This is an optimization exercise on Yosys and OpenROAD, whose aim is small area, not a production implementation.
At most, simulation tests tie the RTL to the original design; equivalence was not proved.
No activity file was given, so power comes from the tool's default toggle rates.

north:
==> flow/design.v (excerpt) <==
module mips(clk, reset, instr, dmem_rdata, PC_val, WD_val, dmem_addr, dmem_wdata, dmem_we, dmem_re);
input clk;
input reset;
input [31:0] instr;
input [31:0] dmem_rdata;
output [31:0] PC_val;
output [31:0] WD_val;
output [31:0] dmem_addr;
output [31:0] dmem_wdata;
output dmem_we;
output dmem_re;
wire [5:0] op = instr[31:26];
wire [5:0] funct = instr[5:0];
wire [4:0] rs = instr[25:21];
wire [4:0] rt = instr[20:16];
wire [4:0] rd_f = instr[15:11];
wire immop  = op[5] | op[3];               
wire is_lw  = op[5] & ~op[3];
wire is_sw  = op[5] & op[3];
wire is_beq = ~op[5] & ~op[3] & op[2];
wire is_j   = ~op[5] & op[1];
wire reg_write = ~(is_sw | is_beq | is_j);
wire [4:0] wa = immop ? rt : rd_f;
wire [31:0] wd;
reg ph;
always @(posedge clk or negedge reset)
  if (!reset) ph <= 1'b0;
  else ph <= ~ph;
wire [3:0] pwl;
wire [7:0] pwh;
wire [31:0] wl, wh;
wire [31:0] sel1a, sel1b, sel2a, sel2b;
wire [31:0] vld;
wire [1:0] m1, m2;
  ...
For scale: ~4,300 cells after synthesis, about 200 I/O pins, about 45,000 µm² of cells after synthesis.
export LEC_CHECK = 0
export CAP_MARGIN = 10
export CORE_MARGIN = 2
export CORE_UTILIZATION = 65
export GPL_TIMING_DRIVEN = 0
export PLACE_DENSITY = 0.72
export SETUP_SLACK_MARGIN = 0.4
export SLEW_MARGIN = 10
export SYNTH_HIERARCHICAL = 1
export BUFFER_PORTS_ARGS = -buffer_cell sky130_fd_sc_hd__buf_1
export CTS_ARGS = -sink_clustering_enable -repair_clock_nets -dont_use_dummy_load -buf_list {sky130_fd_sc_hd__clkbuf_4 sky130_fd_sc_hd__clkbuf_8} -sink_clustering_size 14 -sink_clustering_max_diameter 60
create_clock -name core_clock -period 12.0 [get_ports {clk}]
standard.sh (not shown) runs the stock make flow with config.mk's settings and CLKGATE_MAP_FILE= SYNTH_SCRIPT=/design/flow/synth_recipe.tcl, a recipe that flattens the netlist after the stock synthesis.
==> flow/flow/run.sh <==
#!/bin/bash
# Standard layout (standard.sh), with small port buffers and clock-tree sink
# clusters of at most 14 flip-flops, without dummy loads. make's output goes
# to standard.log; each ORFS step keeps its own log under orfs/logs.
set -euo pipefail
cat >> config.mk <<'EOC'
export BUFFER_PORTS_ARGS = -buffer_cell sky130_fd_sc_hd__buf_1
export CTS_ARGS = -sink_clustering_enable -repair_clock_nets -dont_use_dummy_load -buf_list {sky130_fd_sc_hd__clkbuf_4 sky130_fd_sc_hd__clkbuf_8} -sink_clustering_size 14 -sink_clustering_max_diameter 60
EOC
bash standard.sh > standard.log 2>&1
Every stage of north finished as expected; the final checks, on the other hand, flagged max-capacitance violations, max-slew violations, which means the layout fails.
Setup changes, north to south
--- a/flow/config.mk
+++ b/flow/config.mk
@@ -7,3 +7,3 @@
 export LEC_CHECK = 0
-export CAP_MARGIN = 10
+export CAP_MARGIN = 20
 export CORE_MARGIN = 2
@@ -13,3 +13,3 @@
 export SETUP_SLACK_MARGIN = 0.4
-export SLEW_MARGIN = 10
+export SLEW_MARGIN = 20
 export SYNTH_HIERARCHICAL = 1
Findings:
north: flow complete, layout not clean; failing: max-capacitance violations, max-slew violations. south finished all stages; the layout is clean. There was hardly any difference in routed wire length between south and north. Looking at north and south, the final-stage net count is a wash. Compared with north, in south switching portion of total power shows no meaningful change, worst stage delay on the critical path up 80 ps, via count of the first global-routing pass roughly the same, worst setup slack saw an increase. Number of violations of the max-capacitance limit sits lower in south than in north. Delta (south minus north): final period utilization moved down, number of slew-limit violations in the final report went down by 6.
--- input diff south..east ---
==> flow/flow/run.sh <==
#!/bin/bash
# Standard layout (standard.sh), with small port buffers and clock-tree sink
# clusters of at most 16 flip-flops, without dummy loads. make's output goes
# to standard.log; each ORFS step keeps its own log under orfs/logs.
set -euo pipefail
cat >> config.mk <<'EOC'
export BUFFER_PORTS_ARGS = -buffer_cell sky130_fd_sc_hd__buf_1
export CTS_ARGS = -sink_clustering_enable -repair_clock_nets -dont_use_dummy_load -buf_list {sky130_fd_sc_hd__clkbuf_4 sky130_fd_sc_hd__clkbuf_8} -sink_clustering_size 16 -sink_clustering_max_diameter 60
EOC
bash standard.sh > standard.log 2>&1
==> flow/config.mk <==
export PLATFORM = sky130hd
export DESIGN_NAME = mips
export DESIGN_NICKNAME = mips
export VERILOG_FILES = /design/flow/design.v
export SDC_FILE = /design/flow/constraint.sdc
export NUM_CORES = 4
export LEC_CHECK = 0
export CAP_MARGIN = 10
export CORE_MARGIN = 2
export CORE_UTILIZATION = 62
export GPL_TIMING_DRIVEN = 0
export PLACE_DENSITY = 0.66
export SETUP_SLACK_MARGIN = 0.3
export SLEW_MARGIN = 10
export SYNTH_HIERARCHICAL = 1
export BUFFER_PORTS_ARGS = -buffer_cell sky130_fd_sc_hd__buf_1
export CTS_ARGS = -sink_clustering_enable -repair_clock_nets -dont_use_dummy_load -buf_list {sky130_fd_sc_hd__clkbuf_4 sky130_fd_sc_hd__clkbuf_8} -sink_clustering_size 16 -sink_clustering_max_diameter 60
==> run notes <==
- Looking at power, east sits below south.
- Final worst setup slack deteriorates in east relative to south.
- east ends up with a site row count that is 2 higher than in south.
Modified inputs, west compared to east
==> flow/flow/run.sh <==
#!/bin/bash
# Standard layout (standard.sh), with small port buffers and clock-tree sink
# clusters of at most 14 flip-flops, without dummy loads. make's output goes
# to standard.log; each ORFS step keeps its own log under orfs/logs.
set -euo pipefail
cat >> config.mk <<'EOC'
export BUFFER_PORTS_ARGS = -buffer_cell sky130_fd_sc_hd__buf_1
export CTS_ARGS = -sink_clustering_enable -repair_clock_nets -dont_use_dummy_load -buf_list {sky130_fd_sc_hd__clkbuf_4 sky130_fd_sc_hd__clkbuf_8} -sink_clustering_size 14 -sink_clustering_max_diameter 60
EOC
bash standard.sh > standard.log 2>&1
==> flow/config.mk <==
export PLATFORM = sky130hd
export DESIGN_NAME = mips
export DESIGN_NICKNAME = mips
export VERILOG_FILES = /design/flow/design.v
export SDC_FILE = /design/flow/constraint.sdc
export NUM_CORES = 4
export LEC_CHECK = 0
export CAP_MARGIN = 10
export CORE_MARGIN = 2
export CORE_UTILIZATION = 55
export GPL_TIMING_DRIVEN = 0
export SETUP_SLACK_MARGIN = 0.4
export SLEW_MARGIN = 10
export SYNTH_HIERARCHICAL = 1
export BUFFER_PORTS_ARGS = -buffer_cell sky130_fd_sc_hd__buf_1
export CTS_ARGS = -sink_clustering_enable -repair_clock_nets -dont_use_dummy_load -buf_list {sky130_fd_sc_hd__clkbuf_4 sky130_fd_sc_hd__clkbuf_8} -sink_clustering_size 14 -sink_clustering_max_diameter 60
Results
- Between east and west, first-pass GRT wire length is lower for east, west comes in above that.
- Compared with east, power in west increased by a few percent.
- Measured against each other, east and west differ in non-clock buffering overhead in the final layout, the higher figure coming from west.
- Routing usage on met1 for west: 6.8 points down relative to east
- west vs east on proportion of cell area occupied by multi-input gates: west is the lower one.
- On via count, east and west are neck and neck.
- Sequential share of layout area was lower in the run labelled west.
- east → west: final period demand of the worst path has decreased; synthesis-to-finish area growth has increased.

---

mips, a different RTL version from the one above (not shown whole).
Size in the first run: roughly 4400 cells after synthesis, about 200 I/O pins.
==> flow/design.v (excerpt) <==
module mips(clk, reset, instr, dmem_rdata, PC_val, WD_val, dmem_addr, dmem_wdata, dmem_we, dmem_re);
clock: 12.0 ns
lec_check: 0
cap_margin: 20
core_margin: 2
core_utilization: 40
cts_buf_list: sky130_fd_sc_hd__clkbuf_4 sky130_fd_sc_hd__clkbuf_8
gpl_timing_driven: 0
setup_slack_margin: 0
slew_margin: 20
synth_hierarchical: 1
buffer_ports_args: -buffer_cell sky130_fd_sc_hd__buf_2
cts_args: -sink_clustering_enable -repair_clock_nets -dont_use_dummy_load -buf_list {sky130_fd_sc_hd__clkbuf_4 sky130_fd_sc_hd__clkbuf_8}
==> flow/flow/run.sh <==
#!/bin/bash
# Standard layout, with small port buffers and no CTS dummy loads.
set -euo pipefail
cat >> config.mk <<'EOC'
export BUFFER_PORTS_ARGS = -buffer_cell sky130_fd_sc_hd__buf_2
export CTS_ARGS = -sink_clustering_enable -repair_clock_nets -dont_use_dummy_load -buf_list {sky130_fd_sc_hd__clkbuf_4 sky130_fd_sc_hd__clkbuf_8}
EOC
bash standard.sh > standard.log 2>&1
The baseline ran to the end with violations: setup timing.
==> next run, changes <==
==> flow/run.sh (new file) <==
#!/bin/bash
# synth_recipe.tcl (not shown) runs the flow's synth.tcl, then flattens the netlist and writes it again
# the make line also repeats each setting of config.mk as NAME=value (left out here)
make -C /OpenROAD-flow-scripts/flow DESIGN_CONFIG=/design/flow/config.mk WORK_HOME=/design/flow/orfs CLKGATE_MAP_FILE= SYNTH_SCRIPT=/design/flow/synth_recipe.tcl finish
Settings changed: BUFFER_PORTS_ARGS -buffer_cell sky130_fd_sc_hd__buf_2 to not set, CTS_ARGS -sink_clustering_enable -repair_clock_nets -dont_use_dummy_load -buf_list {sky130_fd_sc_hd__clkbuf_4 sky130_fd_sc_hd__clkbuf_8} to not set.
removed: flow/flow/run.sh
removed: flow/standard.sh
The new run finished with setup timing left; clock power is higher by 33%; total power came out higher by 8.1%; area after synthesis stays the same; routed wire length increases by 0.74%; count of clock-buffer cells in the layout grows by 105; die area does not change.
Function was not checked in any run of this note: the RTL went through the layout flow alone.

---

Setup of main:
mips with an RTL version that a note above also has.
Size: about 200 I/O pins, ~45000 um^2 of cells after synthesis.
==> flow/config.mk <==
export PLATFORM = sky130hd
export DESIGN_NAME = mips
export DESIGN_NICKNAME = mips
export VERILOG_FILES = /design/flow/design.v
export SDC_FILE = /design/flow/constraint.sdc
export NUM_CORES = 4
export LEC_CHECK = 0
export CAP_MARGIN = 10
export CORE_MARGIN = 2
export CORE_UTILIZATION = 55
export GPL_TIMING_DRIVEN = 0
export SETUP_SLACK_MARGIN = 0.3
export SLEW_MARGIN = 10
export SYNTH_HIERARCHICAL = 1
export BUFFER_PORTS_ARGS = -buffer_cell sky130_fd_sc_hd__buf_1
export CTS_ARGS = -sink_clustering_enable -repair_clock_nets -dont_use_dummy_load -buf_list {sky130_fd_sc_hd__clkbuf_4 sky130_fd_sc_hd__clkbuf_8} -sink_clustering_size 16 -sink_clustering_max_diameter 60
==> flow/constraint.sdc <==
create_clock -name core_clock -period 12.0 [get_ports {clk}]
set_input_delay 2.4000 -clock core_clock [delete_from_list [all_inputs] [get_ports {clk}]]
set_output_delay 2.4000 -clock core_clock [all_outputs]
set_load 0.01 [all_outputs]
==> flow/flow/run.sh <==
#!/bin/bash
# Standard layout (standard.sh), with small port buffers and clock-tree sink
# clusters of at most 16 flip-flops, without dummy loads. make's output goes
# to standard.log; each ORFS step keeps its own log under orfs/logs.
set -euo pipefail
cat >> config.mk <<'EOC'
export BUFFER_PORTS_ARGS = -buffer_cell sky130_fd_sc_hd__buf_1
export CTS_ARGS = -sink_clustering_enable -repair_clock_nets -dont_use_dummy_load -buf_list {sky130_fd_sc_hd__clkbuf_4 sky130_fd_sc_hd__clkbuf_8} -sink_clustering_size 16 -sink_clustering_max_diameter 60
EOC
bash standard.sh > standard.log 2>&1
main finished every step from synthesis to the final layout, and the layout passed the timing, design-rule and antenna checks.
[inputs] the feature branch vs main
- a change of CORE_UTILIZATION from 55 to 60
[summary]
Summary: with main as the reference, final area in the feature branch moved down slightly.
main has higher share of cells above drive strength 1 than the feature branch.
Summary: setup slack, the feature branch worse than main
Number of vias after detailed routing of main is on par with the feature branch.
[the feature branch] clock skew rose 5.9 ps relative to main
Compared with main, the feature branch shows setup slack at placement higher by 330 ps.

==> re-timing with driven ports <==
In the flow no input, the clock included, has a driving cell. The finished layouts below were timed again as built, in two steps. Step 1 (the two cells are an assumption about what drives the block):
set clk [get_ports {clk}]
set_driving_cell -lib_cell sky130_fd_sc_hd__clkbuf_16 $clk
set_driving_cell -lib_cell sky130_fd_sc_hd__buf_2 [delete_from_list [all_inputs] $clk]
Step 2 times the ports against the registers' clock, not the clock port: input delays grow and output delays shrink by t, the midpoint of the rising clock arrivals with the driver on. Three values: no drivers, after step 1, after step 2; two values: the first two.
| run | t, ns | setup slack, ns | worst setup path after step 2 | worst register clock-pin slew, ns | cell pins on the clock port's net |
|---|---|---|---|---|---|
| north | 0.796 | 0.152 / 0.125 / 0.125 | input to output | 0.10 / 0.10 | 1 |
| south | 0.790 | 0.278 / 0.251 / 0.251 | input to output | 0.10 / 0.10 | 1 |
| east | 0.774 | 0.179 / 0.144 / 0.144 | input to output | 0.11 / 0.11 | 1 |
| west | 0.809 | 0.268 / 0.240 / 0.240 | input to output | 0.10 / 0.10 | 1 |
| the first run of note 2 | 0.932 | -0.019 / -0.047 / -0.047 | input to output | 0.07 / 0.07 | 1 |
| the second run of note 2 | 0.966 | -0.065 / -0.093 / -0.093 | input to output | 0.07 / 0.07 | 1 |
| main | 0.814 | 0.193 / 0.168 / 0.168 | input to output | 0.11 / 0.11 | 1 |
| the feature branch | 0.761 | 0.141 / 0.105 / 0.105 | input to output | 0.11 / 0.11 | 1 |
For the feature branch, which loses most, drivers alone change the setup slack by -0.036 ns; drivers and shift together by -0.036 ns.
